This design comes from an exercise in tuning for small area and a short achievable clock period on the open sky130 flow, not from production work. Only simulation tests tie the RTL to the original design; equivalence was not proved.

[flow/run.sh]
#!/bin/bash
# synth_recipe.tcl (not shown) runs the flow's synth.tcl, then flattens the netlist and writes it again
# the make line also repeats each setting of config.mk as NAME=value (left out here)
make -C /OpenROAD-flow-scripts/flow DESIGN_CONFIG=/design/flow/config.mk WORK_HOME=/design/flow/orfs CLKGATE_MAP_FILE= SYNTH_SCRIPT=/design/flow/synth_recipe.tcl finish
[flow/config.mk]
export PLATFORM = sky130hd
export DESIGN_NAME = riscv_core
export DESIGN_NICKNAME = riscv_core
export VERILOG_FILES = /design/flow/design.v
export SDC_FILE = /design/flow/constraint.sdc
export NUM_CORES = 4
export LEC_CHECK = 0
export CAP_MARGIN = 20
export CORE_MARGIN = 2
export CORE_UTILIZATION = 45
export PLACE_DENSITY = 0.55
export SLEW_MARGIN = 20
[flow/constraint.sdc]
create_clock -name core_clock -period 100.0 [get_ports {clock}]
set_input_delay 20.0000 -clock core_clock [delete_from_list [all_inputs] [get_ports {clock}]]
set_output_delay 20.0000 -clock core_clock [all_outputs]
set_load 0.01 [all_outputs]
[flow/design.v]
module adder #(
    parameter  WIDTH = 32
) (
    input  [WIDTH-1:0] operand_a,
    input  [WIDTH-1:0] operand_b,
    output [WIDTH-1:0] result
);
    assign result = operand_a + operand_b;
endmodule
module multiplexer #(
    parameter  WIDTH    = 32,
    parameter  CHANNELS = 2) (
        input  [(CHANNELS * WIDTH) - 1:0]   in_bus,
        input  [$clog2(CHANNELS) - 1:0]     sel,
        output [WIDTH - 1:0]                out
);
    genvar ig;
    logic  [WIDTH - 1:0] input_array [0:CHANNELS - 1];
    assign out = input_array[sel];
    for(ig = 0; ig < CHANNELS; ig = ig + 1) begin: array_assignments
        assign input_array[(CHANNELS - 1) - ig] = in_bus[(ig * WIDTH) +: WIDTH];
    end
endmodule
module multiplexer2 #(
    parameter  WIDTH = 32
) (
    input  [WIDTH-1:0] in0,
    input  [WIDTH-1:0] in1,
    input              sel,
    output [WIDTH-1:0] out
);
    multiplexer #(
        .WIDTH(WIDTH),
        .CHANNELS(2)
    ) multiplexer (
        .in_bus({in0, in1}),
        .sel(sel),
        .out(out)
    );
endmodule
module multiplexer4 #(
    parameter  WIDTH = 32
) (
    input  [WIDTH-1:0] in0,
    input  [WIDTH-1:0] in1,
    input  [WIDTH-1:0] in2,
    input  [WIDTH-1:0] in3,
    input  [1:0]       sel,
    output [WIDTH-1:0] out
);
    multiplexer #(
        .WIDTH(WIDTH),
        .CHANNELS(4)
    ) multiplexer (
        .in_bus({in0, in1, in2, in3}),
        .sel(sel),
        .out(out)
    );
endmodule
module multiplexer8 #(
    parameter  WIDTH = 32
) (
    input  [WIDTH-1:0] in0,
    input  [WIDTH-1:0] in1,
    input  [WIDTH-1:0] in2,
    input  [WIDTH-1:0] in3,
    input  [WIDTH-1:0] in4,
    input  [WIDTH-1:0] in5,
    input  [WIDTH-1:0] in6,
    input  [WIDTH-1:0] in7,
    input  [2:0]       sel,
    output [WIDTH-1:0] out
);
    multiplexer #(
        .WIDTH(WIDTH),
        .CHANNELS(8)
    ) multiplexer (
        .in_bus({in0, in1, in2, in3, in4, in5, in6, in7}),
        .sel(sel),
        .out(out)
    );
endmodule
module register #(
    parameter  WIDTH    = 32,
    parameter  INITIAL  = 0
) (
    input  clock,
    input  reset,
    input  write_enable,
    input  [WIDTH-1:0] next,
    output logic [WIDTH-1:0] value
);
   always_ff @ (posedge clock or posedge reset)
       if (reset) value <= INITIAL;
       else if (write_enable) value <= next;
endmodule
module regfile (
    input  clock,
    input  write_enable,
    input  [4:0] rd_address,
    input  [4:0] rs1_address,
    input  [4:0] rs2_address,
    input  [31:0] rd_data,
    output [31:0] rs1_data,
    output [31:0] rs2_data
);
    logic [31:0] register [0:31];
    assign rs1_data = (rs1_address == 5'b0) ? 32'b0 : register[rs1_address];
    assign rs2_data = (rs2_address == 5'b0) ? 32'b0 : register[rs2_address];
    always_ff @(posedge clock)
        if (write_enable)
            if (rd_address != 5'b0) register[rd_address] <= rd_data;
endmodule
module instruction_decoder(
    input [31:0] inst,
    output [6:0] inst_opcode,
    output [2:0] inst_funct3,
    output [6:0] inst_funct7,
    output [4:0] inst_rd,
    output [4:0] inst_rs1,
    output [4:0] inst_rs2
);
    assign inst_opcode = inst[6:0];
    assign inst_funct3 = inst[14:12];
    assign inst_funct7 = inst[31:25];
    assign inst_rd     = inst[11:7];
    assign inst_rs1    = inst[19:15];
    assign inst_rs2    = inst[24:20];
endmodule
module immediate_generator (
    input        [31:0] inst,
    output logic [31:0] immediate
);
    always_comb begin
        immediate = 32'b0;
        case (inst[6:0])  
            7'b0000011,
            7'b0000111,
            7'b0010011,
            7'b1100111:    
                immediate = { {21{inst[31]}}, inst[30:25], inst[24:20] };
            7'b0100111,
            7'b0100011:   
                immediate = { {21{inst[31]}}, inst[30:25], inst[11:7] };
            7'b1100011:  
                immediate = { {20{inst[31]}}, inst[7], inst[30:25], inst[11:8], 1'b0 };
            7'b0010111,
            7'b0110111:     
                immediate = { {1{inst[31]}}, inst[30:20], inst[19:12], 12'b0 };
            7'b1101111:     
                immediate = { {12{inst[31]}}, inst[19:12], inst[20], inst[30:25], inst[24:21], 1'b0 };
            default: immediate = 32'b0;
        endcase
    end
endmodule
module alu (
    input        [4:0]  alu_function,
    input signed [31:0] operand_a,
    input signed [31:0] operand_b,
    output logic [31:0] result,
    output              result_equal_zero
);
        logic [63:0] signed_multiplication;
        logic [63:0] unsigned_multiplication;
        logic [63:0] signed_unsigned_multiplication;
    assign result_equal_zero = (result == 32'b0);
    always_comb begin
        result = 32'b0;
        case (alu_function)
            5'b00001:   result = operand_a +    operand_b;
            5'b00010:   result = operand_a -    operand_b;
            5'b00011:   result = operand_a <<   operand_b[4:0];
            5'b00100:   result = operand_a >>   operand_b[4:0];
            5'b00101:   result = operand_a >>>  operand_b[4:0];
            5'b00110:   result = {31'b0, operand_a == operand_b};
            5'b00111:   result = {31'b0, operand_a < operand_b};
            5'b01000:  result = {31'b0, $unsigned(operand_a) < $unsigned(operand_b)};
            5'b01001:   result = operand_a ^    operand_b;
            5'b01010:    result = operand_a |    operand_b;
            5'b01011:   result = operand_a &    operand_b;
            5'b01100:   result = signed_multiplication[31:0];
            5'b01101:  result = signed_multiplication[63:32];
            5'b01110:    result = signed_unsigned_multiplication[63:32];
            5'b01111: result = unsigned_multiplication[63:32];
            5'b10000:
                if (operand_b == 32'b0)
                    result = 32'b1;
                else if ((operand_a == 32'h80000000) && (operand_b == 32'b1))
                    result = 32'h80000000;
                else
                    result = operand_a / operand_b;
            5'b10001:
                if (operand_b == 32'b0)
                    result = 32'b1;
                else
                    result = $unsigned(operand_a) / $unsigned(operand_b);
            5'b10010:
                if (operand_b == 32'b0)
                    result = operand_a;
                else if ((operand_a == 32'h80000000) && (operand_b == 32'b1))
                    result = 32'b0;
                else
                    result = operand_a % operand_b;
            5'b10011:
                if (operand_b == 32'b0)
                    result = operand_a;
                else
                    result = $unsigned(operand_a) % $unsigned(operand_b);
            default:
                result = 32'b0;
        endcase
    end
        always_comb begin
            signed_multiplication   = operand_a * operand_b;
            unsigned_multiplication = $unsigned(operand_a) * $unsigned(operand_b);
            signed_unsigned_multiplication = $signed(operand_a) * $unsigned(operand_b);
        end
endmodule
module alu_control (
    input        [1:0] alu_op_type,
    input        [2:0] inst_funct3,
    input        [6:0] inst_funct7,
    output logic [4:0] alu_function
);
    logic [4:0] default_funct;
    logic [4:0] secondary_funct;
    logic [4:0] op_funct;
    logic [4:0] op_imm_funct;
    logic [4:0] branch_funct;
    logic [4:0] m_extension_funct;
    always_comb
        case (alu_op_type)
            2'b00:           alu_function = 5'b00001;
            2'b10:            alu_function = op_funct;
            2'b11:        alu_function = op_imm_funct;
            2'b01:        alu_function = branch_funct;
            default:                alu_function = 5'b00000;
        endcase
    always_comb
        if (inst_funct7[5])     op_funct = secondary_funct;
        else if(inst_funct7[0]) op_funct = m_extension_funct;
        else                    op_funct = default_funct;
    always_comb
        if (inst_funct7[5] && inst_funct3[1:0] == 2'b01)
                op_imm_funct = secondary_funct;
        else    op_imm_funct = default_funct;
    always_comb
        case (inst_funct3)
            3'b000:    default_funct = 5'b00001;
            3'b001:        default_funct = 5'b00011;
            3'b010:        default_funct = 5'b00111;
            3'b011:       default_funct = 5'b01000;
            3'b100:        default_funct = 5'b01001;
            3'b101:     default_funct = 5'b00100;
            3'b110:         default_funct = 5'b01010;
            3'b111:        default_funct = 5'b01011;
            default:                default_funct = 5'b00000;
        endcase
    always_comb
        case (inst_funct3)
            3'b000:    secondary_funct = 5'b00010;
            3'b101:     secondary_funct = 5'b00101;
            default:                secondary_funct = 5'b00000;
        endcase
    always_comb
        case (inst_funct3)
            3'b000:  branch_funct = 5'b00110;
            3'b001:  branch_funct = 5'b00110;
            3'b100:  branch_funct = 5'b00111;
            3'b101:  branch_funct = 5'b00111;
            3'b110: branch_funct = 5'b01000;
            3'b111: branch_funct = 5'b01000;
            default:            branch_funct = 5'b00000;
        endcase
        always_comb
            case (inst_funct3)
                3'b000:    m_extension_funct = 5'b01100;
                3'b001:   m_extension_funct = 5'b01101;
                3'b010: m_extension_funct = 5'b01110;
                3'b011:  m_extension_funct = 5'b01111;
                3'b100:    m_extension_funct = 5'b10000;
                3'b101:   m_extension_funct = 5'b10001;
                3'b110:    m_extension_funct = 5'b10010;
                3'b111:   m_extension_funct = 5'b10011;
                default:            m_extension_funct = 5'b00000;
            endcase
endmodule
module control_transfer (
    input  result_equal_zero,
    input  [2:0] inst_funct3,
    output reg take_branch
);
    always_comb
        case (inst_funct3)
            3'b000:  take_branch = !result_equal_zero;
            3'b001:  take_branch = result_equal_zero;
            3'b100:  take_branch = !result_equal_zero;
            3'b101:  take_branch = result_equal_zero;
            3'b110: take_branch = !result_equal_zero;
            3'b111: take_branch = result_equal_zero;
            default: take_branch = 1'b0;
        endcase
endmodule
module pipeline_control (
    input  [6:0] inst_opcode,
    input  take_branch,
    input  [1:0] branch_status,
    input  want_stall,
    output logic pc_write_enable,
    output logic no_stall,
    output logic jump_start,
    output logic inject_bubble,
    output logic regfile_write_enable,
    output logic alu_operand_a_select,
    output logic alu_operand_b_select,
    output logic [1:0] alu_op_type,
    output logic data_mem_read_enable,
    output logic data_mem_write_enable,
    output logic [2:0] reg_writeback_select,
    output logic [1:0] next_pc_select
);
    logic [1:0] next_pc_select_temp;
    always_comb begin
        if (branch_status[0])
        case (inst_opcode)
            7'b1100011: next_pc_select_temp = (take_branch == 1'b1) ? 2'b01 : 2'b11;
            7'b1100111:   next_pc_select_temp = 2'b10;
            7'b1101111:    next_pc_select_temp = 2'b01;
            default:        next_pc_select_temp = 2'b00;
        endcase
        else next_pc_select_temp = 2'b00;
        next_pc_select = next_pc_select_temp;
    end
    always_comb begin
        pc_write_enable         = 1'b1;
        no_stall                = 1'b1;
        jump_start              = 1'b0;
        inject_bubble           = 1'b0;
        if (want_stall) begin
            pc_write_enable = 1'b0;
            no_stall        = 1'b0;
            inject_bubble   = 1'b1;
        end else case (inst_opcode)
            7'b1100111, 7'b1101111,7'b1100011:
            begin
                pc_write_enable         = |branch_status;
                no_stall                = branch_status[1];
                jump_start              = !(|branch_status);
            end
            default: ;
        endcase
    end
    always_comb begin
        regfile_write_enable    = 1'b0;
        data_mem_read_enable    = 1'b0;
        data_mem_write_enable   = 1'b0;
        case (inst_opcode)
            7'b0000011,7'b0000111:
            begin
                regfile_write_enable    = 1'b1;
                data_mem_read_enable    = 1'b1;
            end
            7'b0100011:
            begin
                regfile_write_enable    = 1'b0;
                data_mem_write_enable   = 1'b1;
            end
            7'b0110011, 7'b0010011, 7'b0110111, 7'b0010111:
                regfile_write_enable    = 1'b1;
            7'b1100111, 7'b1101111:
                regfile_write_enable    = !(|branch_status);
            default: ;
        endcase
    end
    always_comb begin
        alu_operand_a_select    = 1'b1;  
        alu_operand_b_select    = 1'b1;  
        alu_op_type             = 2'b00;
        reg_writeback_select    = 3'b000;
        case (inst_opcode)
            7'b0000011:
            begin
                alu_operand_a_select    = 1'b0;
                alu_operand_b_select    = 1'b1;
                alu_op_type             = 2'b00;
                reg_writeback_select    = 3'b001;
            end
            7'b0001111:
            begin
            end
            7'b0010011:
            begin
                alu_operand_a_select    = 1'b0;
                alu_operand_b_select    = 1'b1;
                alu_op_type             = 2'b11;
                reg_writeback_select    = 3'b000;
            end
            7'b0010111:
            begin
                alu_operand_a_select    = 1'b1;
                alu_operand_b_select    = 1'b1;
                alu_op_type             = 2'b00;
                reg_writeback_select    = 3'b000;
            end
            7'b0100011:
            begin
                alu_operand_a_select    = 1'b0;
                alu_operand_b_select    = 1'b1;
                alu_op_type             = 2'b00;
            end
            7'b0110011:
            begin
                alu_operand_a_select    = 1'b0;
                alu_operand_b_select    = 1'b0;
                reg_writeback_select    = 3'b000;
                alu_op_type             = 2'b10;
            end
            7'b0110111:
            begin
                alu_operand_a_select    = 1'b0;
                alu_operand_b_select    = 1'b0;
                reg_writeback_select    = 3'b011;
            end
            7'b1100011:
            begin
                alu_operand_a_select    = 1'b0;
                alu_operand_b_select    = 1'b0;
                alu_op_type             = 2'b01;
            end
            7'b1100111:
            begin
                alu_operand_a_select    = 1'b0;
                alu_operand_b_select    = 1'b1;
                alu_op_type             = 2'b00;
                reg_writeback_select    = 3'b010;
            end
            7'b1101111:
            begin
                alu_operand_a_select    = 1'b1;
                alu_operand_b_select    = 1'b1;
                alu_op_type             = 2'b00;
                reg_writeback_select    = 3'b010;
            end
            default: ;
        endcase
    end
endmodule
module pipeline_ctlpath (
    input  [6:0] inst_opcode,
    input  [2:0] inst_funct3,
    input  [6:0] inst_funct7,
    input  alu_result_equal_zero,
    input  [1:0] branch_status,
    input  want_stall,
    output pc_write_enable,
    output no_stall,
    output jump_start,
    output inject_bubble,
    output regfile_write_enable,
    output alu_operand_a_select,
    output alu_operand_b_select,
    output data_mem_read_enable,
    output data_mem_write_enable,
    output [2:0] reg_writeback_select,
    output [4:0] alu_function,
    output [1:0] next_pc_select
);
    logic take_branch;
    logic [1:0] alu_op_type;
    pipeline_control pipeline_control(
        .inst_opcode            (inst_opcode),
        .pc_write_enable        (pc_write_enable),
        .no_stall               (no_stall),
        .want_stall             (want_stall),
        .jump_start             (jump_start),
        .inject_bubble          (inject_bubble),
        .regfile_write_enable   (regfile_write_enable),
        .alu_operand_a_select   (alu_operand_a_select),
        .alu_operand_b_select   (alu_operand_b_select),
        .alu_op_type            (alu_op_type),
        .data_mem_read_enable   (data_mem_read_enable),
        .data_mem_write_enable  (data_mem_write_enable),
        .reg_writeback_select   (reg_writeback_select),
        .take_branch            (take_branch),
        .next_pc_select         (next_pc_select),
        .branch_status          (branch_status)
    );
    control_transfer control_transfer (
        .result_equal_zero  (alu_result_equal_zero),
        .inst_funct3        (inst_funct3),
        .take_branch        (take_branch)
    );
    alu_control alu_control(
        .alu_op_type        (alu_op_type),
        .inst_funct3        (inst_funct3),
        .inst_funct7        (inst_funct7),
        .alu_function       (alu_function)
    );
endmodule
module data_memory_interface (
    input  clock,
    input  read_enable,
    input  write_enable,
    input  [2:0]  data_format,
    input  [31:0] address,
    input  [31:0] write_data,
    output [31:0] read_data,
    output       [31:0] bus_address,
    input        [31:0] bus_read_data,
    output       [31:0] bus_write_data,
    output logic [3:0]  bus_byte_enable,
    output              bus_read_enable,
    output              bus_write_enable
);
    logic [31:0] position_fix;
    logic [31:0] sign_fix;
    assign bus_address      = address;
    assign bus_write_enable = write_enable;
    assign bus_read_enable  = read_enable;
    assign bus_write_data   = write_data << (8*address[1:0]);
    always_comb begin
       bus_byte_enable = 4'b0000;
       case (data_format[1:0])
           2'b00:   bus_byte_enable = 4'b0001 << address[1:0];
           2'b01:   bus_byte_enable = 4'b0011 << address[1:0];
           2'b10:   bus_byte_enable = 4'b1111 << address[1:0];
           default: bus_byte_enable = 4'b0000;
       endcase
    end
    always_comb begin
       position_fix = bus_read_data >> ({address[1:0],{3{1'b0}}});
    end
    always_comb begin
       case (data_format[1:0])
           2'b00:   sign_fix = {{24{~data_format[2] & position_fix[7]}}, position_fix[7:0]};
           2'b01:   sign_fix = {{16{~data_format[2] & position_fix[15]}}, position_fix[15:0]};
           2'b10:   sign_fix = position_fix[31:0];
           default: sign_fix = 32'b0;
       endcase
    end
    assign read_data = sign_fix;
endmodule
module pipeline_datapath (
    input  clock,
    input  reset,
    input  [31:0] _data_mem_read_data,
    output [31:0] _data_mem_address,
    output [31:0] _data_mem_write_data,
    output _data_mem_read_enable,
    output _data_mem_write_enable,
    output [2:0] _data_mem_format,
    input  [31:0] _inst,
    output [31:0] _pc,
    output [6:0] inst_opcode,
    output [2:0] inst_funct3,
    output [6:0] inst_funct7,
    output alu_result_equal_zero,
    output [1:0] _branch_status,
    output want_stall,
    input pc_write_enable,
    input no_stall,
    input jump_start,
    input inject_bubble,
    input _regfile_write_enable,
    input _alu_operand_a_select,
    input _alu_operand_b_select,
    input [2:0] _reg_writeback_select,
    input [1:0] next_pc_select,
    input [4:0] _alu_function,
    input _read_enable,
    input _write_enable
);
    localparam PL_IF  = 0;  
    localparam PL_ID  = 1;  
    localparam PL_EX  = 2;  
    localparam PL_MEM = 3;  
    localparam PL_WB  = 4;  
    logic [31:0] inst[PL_IF:PL_MEM];
    logic [31:0] pc[PL_IF:PL_EX];
    logic [31:0] data_mem_read_data[PL_MEM:PL_WB];
    logic regfile_write_enable[PL_ID:PL_WB];
    logic alu_operand_a_select[PL_ID:PL_EX];
    logic alu_operand_b_select[PL_ID:PL_EX];
    logic [4:0] alu_function[PL_ID:PL_EX];
    logic [2:0] reg_writeback_select[PL_ID:PL_WB];
    logic [2:0] data_mem_format[PL_ID:PL_MEM];
    logic data_mem_read_enable[PL_ID:PL_MEM];
    logic data_mem_write_enable[PL_ID:PL_MEM];
    logic branch_status[PL_ID:PL_MEM];
    logic [31:0] rd_data[PL_WB:PL_WB];
    logic [31:0] rs1_data[PL_ID:PL_EX];
    logic [31:0] rs2_data[PL_ID:PL_MEM];
    logic [31:0] pc_plus_4[PL_IF:PL_WB];
    logic [31:0] pc_plus_immediate[PL_EX:PL_EX];
    logic [31:0] next_pc;
    logic [4:0] inst_rd[PL_ID:PL_WB];
    logic [4:0] inst_rs1[PL_ID:PL_MEM];
    logic [4:0] inst_rs2[PL_ID:PL_ID];
    logic [31:0] alu_operand_a[PL_EX:PL_EX];
    logic [31:0] alu_operand_b[PL_EX:PL_EX];
    logic [31:0] alu_result[PL_EX:PL_WB];
    logic [31:0] immediate[PL_ID:PL_WB];
    logic prev_is_load;
    always_ff @(posedge clock or posedge reset) if (reset) begin
        inst[PL_ID] <= 32'h00000013;  
    end else if (no_stall) begin
        inst[PL_ID] <= inst[PL_IF];
        pc[PL_ID] <= pc[PL_IF];
        pc_plus_4[PL_ID] <= pc_plus_4[PL_IF];
    end
    always_ff @(posedge clock or posedge reset) if (reset) begin
        prev_is_load <= 1'b0;
        regfile_write_enable[PL_EX] <= 1'b0;
        data_mem_read_enable[PL_EX] <= 1'b0;
        data_mem_write_enable[PL_EX] <= 1'b0;
        branch_status[PL_EX] <= 1'b0;
    end else begin
        prev_is_load <= (inst[PL_ID][6:0] == 7'b0000011 ) || (inst[PL_ID][6:0] == 7'b0000111);
        rs1_data[PL_EX] <= (~prev_is_load) && (regfile_write_enable[PL_EX] && |inst_rd[PL_EX] && (inst_rd[PL_EX] == inst_rs1[PL_ID])) ? alu_result[PL_EX] : (regfile_write_enable[PL_MEM] && |inst_rd[PL_MEM] && (inst_rd[PL_MEM] == inst_rs1[PL_ID])) && data_mem_read_enable[PL_MEM] ? data_mem_read_data[PL_MEM] : rs1_data[PL_ID];
        rs2_data[PL_EX] <= (~prev_is_load) && (regfile_write_enable[PL_EX] && |inst_rd[PL_EX] && (inst_rd[PL_EX] == inst_rs2[PL_ID])) ? alu_result[PL_EX] : (regfile_write_enable[PL_MEM] && |inst_rd[PL_MEM] && (inst_rd[PL_MEM] == inst_rs2[PL_ID])) && data_mem_read_enable[PL_MEM] ? data_mem_read_data[PL_MEM] : rs2_data[PL_ID];
        immediate[PL_EX] <= immediate[PL_ID];
        pc[PL_EX] <= pc[PL_ID];
        pc_plus_4[PL_EX ] <= pc_plus_4[PL_ID];
        inst_rd[PL_EX] <= inst_rd[PL_ID];
        regfile_write_enable[PL_EX] <= regfile_write_enable[PL_ID];
        alu_operand_a_select[PL_EX] <= alu_operand_a_select[PL_ID];
        alu_operand_b_select[PL_EX] <= alu_operand_b_select[PL_ID];
        alu_function[PL_EX] <= alu_function[PL_ID];
        reg_writeback_select[PL_EX] <= reg_writeback_select[PL_ID];
        data_mem_format[PL_EX] <= data_mem_format[PL_ID];
        data_mem_read_enable[PL_EX] <= data_mem_read_enable[PL_ID];
        data_mem_write_enable[PL_EX] <= data_mem_write_enable[PL_ID];
        branch_status[PL_EX] <= branch_status[PL_ID];
        inst[PL_EX] <= inst[PL_ID];
        inst_rs1[PL_EX] <= inst_rs1[PL_ID];
        if (inject_bubble) begin
            inst[PL_EX] <= 32'h0;
            branch_status[PL_EX] <= 1'b0;
            regfile_write_enable[PL_EX] <= 1'b0;
            data_mem_read_enable[PL_EX] <= 1'b0;
            data_mem_write_enable[PL_EX] <= 1'b0;
        end
    end
    always_ff @(posedge clock or posedge reset) if (reset) begin
        regfile_write_enable[PL_MEM] <= 1'b0;
        data_mem_read_enable[PL_MEM] <= 1'b0;
        data_mem_write_enable[PL_MEM] <= 1'b0;
    end else begin
        inst[PL_MEM] <= inst[PL_EX];
        rs2_data[PL_MEM] <= rs2_data[PL_EX];
        immediate[PL_MEM] <= immediate[PL_EX];
        alu_result[PL_MEM] <= alu_result[PL_EX];
        pc_plus_4[PL_MEM] <= pc_plus_4[PL_EX];
        inst_rd[PL_MEM] <= inst_rd[PL_EX];
        regfile_write_enable[PL_MEM] <= regfile_write_enable[PL_EX];
        reg_writeback_select[PL_MEM] <= reg_writeback_select[PL_EX];
        data_mem_format[PL_MEM] <= data_mem_format[PL_EX];
        data_mem_read_enable[PL_MEM] <= data_mem_read_enable[PL_EX];
        data_mem_write_enable[PL_MEM] <= data_mem_write_enable[PL_EX];
        branch_status[PL_MEM] <= branch_status[PL_EX];
        inst_rs1[PL_MEM] <= inst_rs1[PL_EX];
    end
    always_ff @(posedge clock or posedge reset) if (reset) begin
        regfile_write_enable[PL_WB] <= 1'b0;
    end else begin
        immediate[PL_WB] <= immediate[PL_MEM];
        alu_result[PL_WB] <= alu_result[PL_MEM];
        data_mem_read_data[PL_WB] <= data_mem_read_data[PL_MEM];
        pc_plus_4[PL_WB] <= pc_plus_4[PL_MEM];
        inst_rd[PL_WB] <= inst_rd[PL_MEM];
        regfile_write_enable[PL_WB] <= regfile_write_enable[PL_MEM];
        reg_writeback_select[PL_WB] <= reg_writeback_select[PL_MEM];
    end
    assign inst[PL_IF] = _inst;
    assign data_mem_read_data[PL_MEM]   = _data_mem_read_data;
    assign regfile_write_enable[PL_ID]  = reset ? 1'b0 : _regfile_write_enable;
    assign alu_operand_a_select[PL_ID]  = _alu_operand_a_select;
    assign alu_operand_b_select[PL_ID]  = _alu_operand_b_select;
    assign alu_function[PL_ID]          = _alu_function;
    assign reg_writeback_select[PL_ID]  = _reg_writeback_select;
    assign data_mem_read_enable[PL_ID]  = _read_enable;
    assign data_mem_write_enable[PL_ID] = _write_enable;
    assign data_mem_format[PL_ID] = inst_funct3;
    assign branch_status[PL_ID] = jump_start;
    assign _pc = pc[PL_IF];
    assign _data_mem_address      = alu_result[PL_MEM];
    assign _data_mem_read_enable  = data_mem_read_enable[PL_MEM];
    assign _data_mem_write_data   = rs2_data[PL_MEM];
    assign _data_mem_format       = data_mem_format[PL_MEM];
    assign _data_mem_write_enable = data_mem_write_enable[PL_MEM];
    assign _branch_status         = {branch_status[PL_MEM], branch_status[PL_EX]};
    assign want_stall =
        prev_is_load && ((regfile_write_enable[PL_EX] && inst_rd[PL_EX] == inst_rs1[PL_ID] && |inst_rd[PL_EX] && alu_operand_a_select[PL_ID] == 1'b0)
        || (regfile_write_enable[PL_EX] &&(inst_rd[PL_EX] == inst_rs2[PL_ID] && |inst_rd[PL_EX]) && (alu_operand_b_select[PL_ID] == 1'b0 || data_mem_read_enable[PL_ID])));
    adder #(
        .WIDTH(32)
    ) adder_pc_plus_4 (
        .operand_a      (32'h00000004),
        .operand_b      (pc[PL_IF]),
        .result         (pc_plus_4[PL_IF])
    );
    adder #(
       .WIDTH(32)
    ) adder_pc_plus_immediate (
        .operand_a      (pc[PL_EX]),
        .operand_b      (immediate[PL_EX]),
        .result         (pc_plus_immediate[PL_EX])
    );
    alu alu(
        .alu_function       (alu_function[PL_EX]),
        .operand_a          (alu_operand_a[PL_EX]),
        .operand_b          (alu_operand_b[PL_EX]),
        .result             (alu_result[PL_EX]),
        .result_equal_zero  (alu_result_equal_zero)
    );
    multiplexer4 #(
        .WIDTH(32)
    ) mux_next_pc_select (
        .in0 (pc_plus_4[PL_IF]),
        .in1 (pc_plus_immediate[PL_EX]),
        .in2 ({alu_result[PL_EX][31:1], 1'b0}),
        .in3 (pc_plus_4[PL_EX]),
        .sel (next_pc_select),
        .out (next_pc)
    );
    multiplexer2 #(
        .WIDTH(32)
    ) mux_operand_a (
        .in0 (rs1_data[PL_EX]),
        .in1 (pc[PL_EX]),
        .sel (alu_operand_a_select[PL_EX]),
        .out (alu_operand_a[PL_EX])
    );
    multiplexer2 #(
        .WIDTH(32)
    ) mux_operand_b (
        .in0 (rs2_data[PL_EX]),
        .in1 (immediate[PL_EX]),
        .sel (alu_operand_b_select[PL_EX]),
        .out (alu_operand_b[PL_EX])
    );
    multiplexer8 #(
        .WIDTH(32)
    ) mux_reg_writeback (
        .in0 (alu_result[PL_WB]),
        .in1 (data_mem_read_data[PL_WB]),
        .in2 (pc_plus_4[PL_WB]),
        .in3 (immediate[PL_WB]),
        .in4 (32'b0),
        .in5 (32'b0),
        .in6 (32'b0),
        .in7 (32'b0),
        .sel (reg_writeback_select[PL_WB]),
        .out (rd_data[PL_WB])
    );
    register #(
        .WIDTH(32),
        .INITIAL(32'h00400000)
    ) program_counter(
        .clock              (clock),
        .reset              (reset),
        .write_enable       (pc_write_enable),
        .next               (next_pc),
        .value              (pc[PL_IF])
    );
    regfile regfile(
        .clock              (clock),
        .write_enable       (regfile_write_enable[PL_WB]),
        .rd_address         (inst_rd[PL_WB]),
        .rs1_address        (inst_rs1[PL_ID]),
        .rs2_address        (inst_rs2[PL_ID]),
        .rd_data            (rd_data[PL_WB]),
        .rs1_data           (rs1_data[PL_ID]),
        .rs2_data           (rs2_data[PL_ID])
    );
    instruction_decoder instruction_decoder(
        .inst                   (inst[PL_ID]),
        .inst_opcode            (inst_opcode),
        .inst_funct7            (inst_funct7),
        .inst_funct3            (inst_funct3),
        .inst_rd                (inst_rd[PL_ID]),
        .inst_rs1               (inst_rs1[PL_ID]),
        .inst_rs2               (inst_rs2[PL_ID])
    );
    immediate_generator immediate_generator(
        .inst                   (inst[PL_ID]),
        .immediate              (immediate[PL_ID])
    );
endmodule
module riscv_core (
    input  clock,
    input  reset,
    output [31:0] bus_address,
    input  [31:0] bus_read_data,
    output [31:0] bus_write_data,
    output [3:0]  bus_byte_enable,
    output        bus_read_enable,
    output        bus_write_enable,
    input  [31:0] inst,
    output [31:0] pc
);
    logic pc_write_enable;
    logic regfile_write_enable;
    logic alu_operand_a_select;
    logic alu_operand_b_select;
    logic [2:0] reg_writeback_select;
    logic [6:0] inst_opcode;
    logic [2:0] inst_funct3;
    logic [2:0] data_format;
    logic [6:0] inst_funct7;
    logic [1:0] next_pc_select;
    logic [4:0] alu_function;
    logic alu_result_equal_zero;
    logic [31:0] read_data;
    logic [31:0] write_data;
    logic [31:0] address;
    logic read_enable_id;
    logic write_enable_id;
    logic read_enable;
    logic write_enable;
    logic [1:0] branch_status;
    logic no_stall;
    logic jump_start;
    logic want_stall;
    logic inject_bubble;
    pipeline_datapath pipeline_datapath (
        .clock                  (clock),
        .reset                  (reset),
        ._inst                  (inst),
        ._data_mem_read_data    (read_data),
        ._data_mem_address      (address),
        ._data_mem_write_data   (write_data),
        ._data_mem_read_enable  (read_enable),
        ._data_mem_write_enable (write_enable),
        ._data_mem_format       (data_format),
        ._pc                    (pc),
        .inst_opcode            (inst_opcode),
        .inst_funct3            (inst_funct3),
        .inst_funct7            (inst_funct7),
        .pc_write_enable        (pc_write_enable),
        ._regfile_write_enable  (regfile_write_enable),
        ._alu_operand_a_select  (alu_operand_a_select),
        ._alu_operand_b_select  (alu_operand_b_select),
        ._reg_writeback_select  (reg_writeback_select),
        .next_pc_select         (next_pc_select),
        .alu_result_equal_zero  (alu_result_equal_zero),
        ._alu_function          (alu_function),
        ._read_enable           (read_enable_id),
        ._write_enable          (write_enable_id),
        ._branch_status         (branch_status),
        .no_stall               (no_stall),
        .jump_start             (jump_start),
        .want_stall             (want_stall),
        .inject_bubble          (inject_bubble)
    );
    pipeline_ctlpath pipeline_ctlpath(
        .inst_opcode            (inst_opcode),
        .inst_funct3            (inst_funct3),
        .inst_funct7            (inst_funct7),
        .alu_result_equal_zero  (alu_result_equal_zero),
        .pc_write_enable        (pc_write_enable),
        .regfile_write_enable   (regfile_write_enable),
        .alu_operand_a_select   (alu_operand_a_select),
        .alu_operand_b_select   (alu_operand_b_select),
        .data_mem_read_enable   (read_enable_id),
        .data_mem_write_enable  (write_enable_id),
        .reg_writeback_select   (reg_writeback_select),
        .alu_function           (alu_function),
        .next_pc_select         (next_pc_select),
        .branch_status          (branch_status),
        .no_stall               (no_stall),
        .jump_start             (jump_start),
        .want_stall             (want_stall),
        .inject_bubble          (inject_bubble)
        );
    data_memory_interface data_memory_interface (
        .clock                  (clock),
        .read_enable            (read_enable),
        .write_enable           (write_enable),
        .data_format            (data_format),
        .address                (address),
        .write_data             (write_data),
        .read_data              (read_data),
        .bus_address            (bus_address),
        .bus_read_data          (bus_read_data),
        .bus_write_data         (bus_write_data),
        .bus_read_enable        (bus_read_enable),
        .bus_write_enable       (bus_write_enable),
        .bus_byte_enable        (bus_byte_enable)
    );
endmodule
==> results.txt <==
Outcome = finished clean
DR vias/cell = 6.70
Final period util = 96.3%
Max_slew headroom = 12.3%
CTS Buffer Depth = 4
Post-synthesis cell area = 196,000 µm²
Vias in the first global route = 170,836
Drt pass-1 iters = 9
Synthesis-to-layout area growth = 9.64%
1st-iter DRT viols = 24,806
Final Max Slew Viols = 0
Fmax = 10.4 MHz
Period minus WS final = 96,260 ps
I/O pins = 168
DP Wirelength = 768,000 µm
WP depth = 348
Setup slack after layout = 3740 ps
Initial Utilization = 45.1%
Largest net degree at the start of global routing = 194
Final Util = 49.5%
Hold-fix buffers, CTS = 0
Yosys reg bits = 1,608
Total die area = 441,000 µm²
Initial antenna violation count = 113
Drt total wl = 989,000 µm
Mean Syn Cell Area = 9.57 µm²
Element type at the critical path start = flip-flop
Top_reg_cell synth = edfxtp_1
Critical Path Most Common Cell = ha_1
DRC violations left = 0
Reg2Reg Depth = 348
Final GP Congestion = 1.12
Post-synthesis cell count = 20,477
Number of setup violations in the final report = 0
Number of fill cells = 40,925
Crit-path max FO = 41
DRT antenna net count = 0
Most frequent cells in the layout = nand2_1, inv_1, nor2_1
Slew @ Worst Pin = 1320 ps
Area of the core = 434,000 µm²
Tot GR Track Use = 44.0%
Clock slew at reported path FFs = 70 ps
Setup TNS Final = 0 ps
IO buf count = 167
Data required, critical path = 100,620 ps
Hold depth = 0
Clock root buffer = clkbuf_16
Final Instance Count excl. Fillers = 26,667
Share of cells above drive strength 1 = 12.0%
Worst path top cell family by delay = compound AO/OA/AOI/OAI gates
CP Buf/Inv Count = 30
Fin. Hold Viols = 0
Die Ht = 664 µm
Layout Nets = 23,884
Most common cell after layout, fill and taps aside = nand2_1
Htree depth = 4
CTS sink count = 1,608
Clock Skew = 73.4 ps
Number of enable flip-flop cells after synthesis = 1,535
Slowest CP cell = a31oi_1
Pre-CTS setup slack = 561 ps
TritonCTS buffer count = 163
Critical path class = reg2reg
Rows = 242
First-pass GRT wire length = 1,370,000 µm
Routed WL per cell = 37.1 µm
Setup crit end kind = flip-flop
Register area share after synthesis = 24.4%
Asr flop ratio synth = 4.54%
Worst min-delay path class = reg2reg
CP max stage delay = 880 ps
Max-cap violation count = 0
Die width = 664 µm
Gr ovfl total = 0
CTS tree = built
Yosys cell types = 127
WP data arrival = 96,890 ps
# placed instances = 26,285
Total number of vias = 178,541
Syn. warnings = 88
Worst-Skew Late Latency = 820 ps
## timing repair
item / CTS / global route
buffers inserted: 0 / 26
setup endpoints to repair: 0 / 128
resized for setup: 0 / 62
## layer usage
layer	up-vias	share of wire [%]	GRT usage (%)
met5	-	0.068	0
met4	66	8.2	28.8
met3	2612	12	12.2
met2	11542	42	64.2
met1	89921	38	57.3
li1	74400	-	-
## cells by family after synthesis
family / Yosys count / share of synthesized area [%]
AOI/OAI and AO/OA: 4724 / 15.8
other: 1 / 0.00191
DFF: 1608 / 24.4
muxes: 1106 / 10.1
adders and majority gates: 3066 / 25.2
buffers and inverters: 2845 / 5.52
and+or+nand+nor: 6075 / 14.2
xor gates and xnor gates: 1052 / 4.71
## worst register-to-register path, delay by kind of cell (launching register included)
| kind | cells | cell delay [ps] |
|---|---|---|
| xor gates and xnor gates | 2 | 620 |
| muxes | 7 | 2570 |
| and+or+nand+nor | 119 | 30770 |
| adders and majority gates | 32 | 10970 |
| buffers and inverters | 30 | 7620 |
| DFF | 1 | 650 |
| AOI/OAI and AO/OA | 158 | 42860 |
## cell usage after synthesis, types with 174 or more instances
master,number,area share [%]
nand2_1,2203,4.2
inv_1,1899,3.6
nor2_1,1744,3.3
ha_1,1590,10
edfxtp_1,1535,24
fa_1,1476,15
a21oi_1,1346,3.4
o21ai_0,852,2.2
clkbuf_1,694,1.3
xnor2_1,676,3.0
mux4_2,672,7.7
a21o_1,436,1.7
nor3_1,413,1.1
nand3_1,384,0.98
xor2_1,374,1.7
o21a_1,263,1.0
mux2_2,222,1.3
a31oi_1,209,0.67
mux2i_1,195,1.0
buf_1,180,0.34
nand4_1,174,0.56
## path summary, 6_finish.rpt
check | startpoint | end | slack, ps
setup / recovery | pipeline_datapath.alu_operand_b_select[2]$_DFFE_PN_ | pipeline_datapath.program_counter.value[9]$_DFFE_PP0P_ | 3740
hold / removal | pipeline_datapath.data_mem_read_enable[2]$_DFF_PP0_ | pipeline_datapath.data_mem_read_enable[3]$_DFF_PP0_ | 360
setup reg to reg | pipeline_datapath.alu_operand_b_select[2]$_DFFE_PN_ | pipeline_datapath.program_counter.value[9]$_DFFE_PP0P_ | 3740
hold reg to reg | pipeline_datapath.data_mem_read_enable[2]$_DFF_PP0_ | pipeline_datapath.data_mem_read_enable[3]$_DFF_PP0_ | 360
max in group asynchronous | reset | pipeline_datapath.program_counter.value[16]$_DFFE_PP0P_ | 78430
min in group asynchronous | reset | pipeline_datapath.inst[1][5]$_DFFE_PP0P_ | 19870
## stage by stage
| step | cell area, µm² | hold WS, ps |
|---|---|---|
| 6_report | 215000 | 356 |
| 5_1_grt | 215000 | 379 |
| 4_1_cts | 214000 | 358 |
| 3_5_place_dp | 209000 | 344 |
| 3_3_place_gp | 209000 | 337 |
| 2_1_floorplan | 196000 | 331 |
## flip-flops by register name (all words and copies together) (netlist names), 3 cells and up
signal                                   flops
pipeline_datapath.regfile.register        1024
pipeline_datapath.pc_plus_4                128
pipeline_datapath.immediate                 96
pipeline_datapath.alu_result                64
pipeline_datapath.rs2_data                  64
pipeline_datapath.pc                        60
pipeline_datapath.data_mem_read_data        32
pipeline_datapath.inst                      32
pipeline_datapath.program_counter.value     32
pipeline_datapath.rs1_data                  32
pipeline_datapath.inst_rd                   15
pipeline_datapath.data_mem_format            6
pipeline_datapath.reg_writeback_select       6
pipeline_datapath.alu_function               5
pipeline_datapath.regfile_write_enable       3
## cell type report
| type | count | area, µm² | area share, % |
|---|---|---|---|
| Antenna cell | 62 | 155 | 0.0722 |
| Clock buffer | 193 | 4250 | 1.98 |
| Clock inverter | 91 | 807 | 0.375 |
| Inverter | 1921 | 7230 | 3.37 |
| Multi-Input combinational cell | 16055 | 139000 | 64.8 |
| Sequential cell | 1608 | 48000 | 22.3 |
| Tap cell | 5734 | 7170 | 3.34 |
| Timing Repair Buffer | 1003 | 8150 | 3.79 |

-- afterwards: timing with drivers on the ports --
How much do the figures lean on ideal ports? The routed layout below was timed once more, with nothing changed but the port constraints.
Step 1: set_driving_cell puts a clkbuf_16 on clock and a buf_2 on each other input, an assumption about the parent block.
Step 2 moves the port delays by t, midway between the first and last clock arrival at a register: inputs arrive t later, outputs are due t later. That takes back most of the time a late clock gives input paths.
Slacks: ideal / step 1 / step 2; pairs: ideal / step 1.
t (ns): 0.873
setup slack, ns: 3.737 / 3.737 / 3.737
worst setup path at the end: register to register
After both steps setup and hold are still met in this run. For this run, drivers alone change the setup slack by 0.000 ns; drivers and shift together by 0.000 ns.
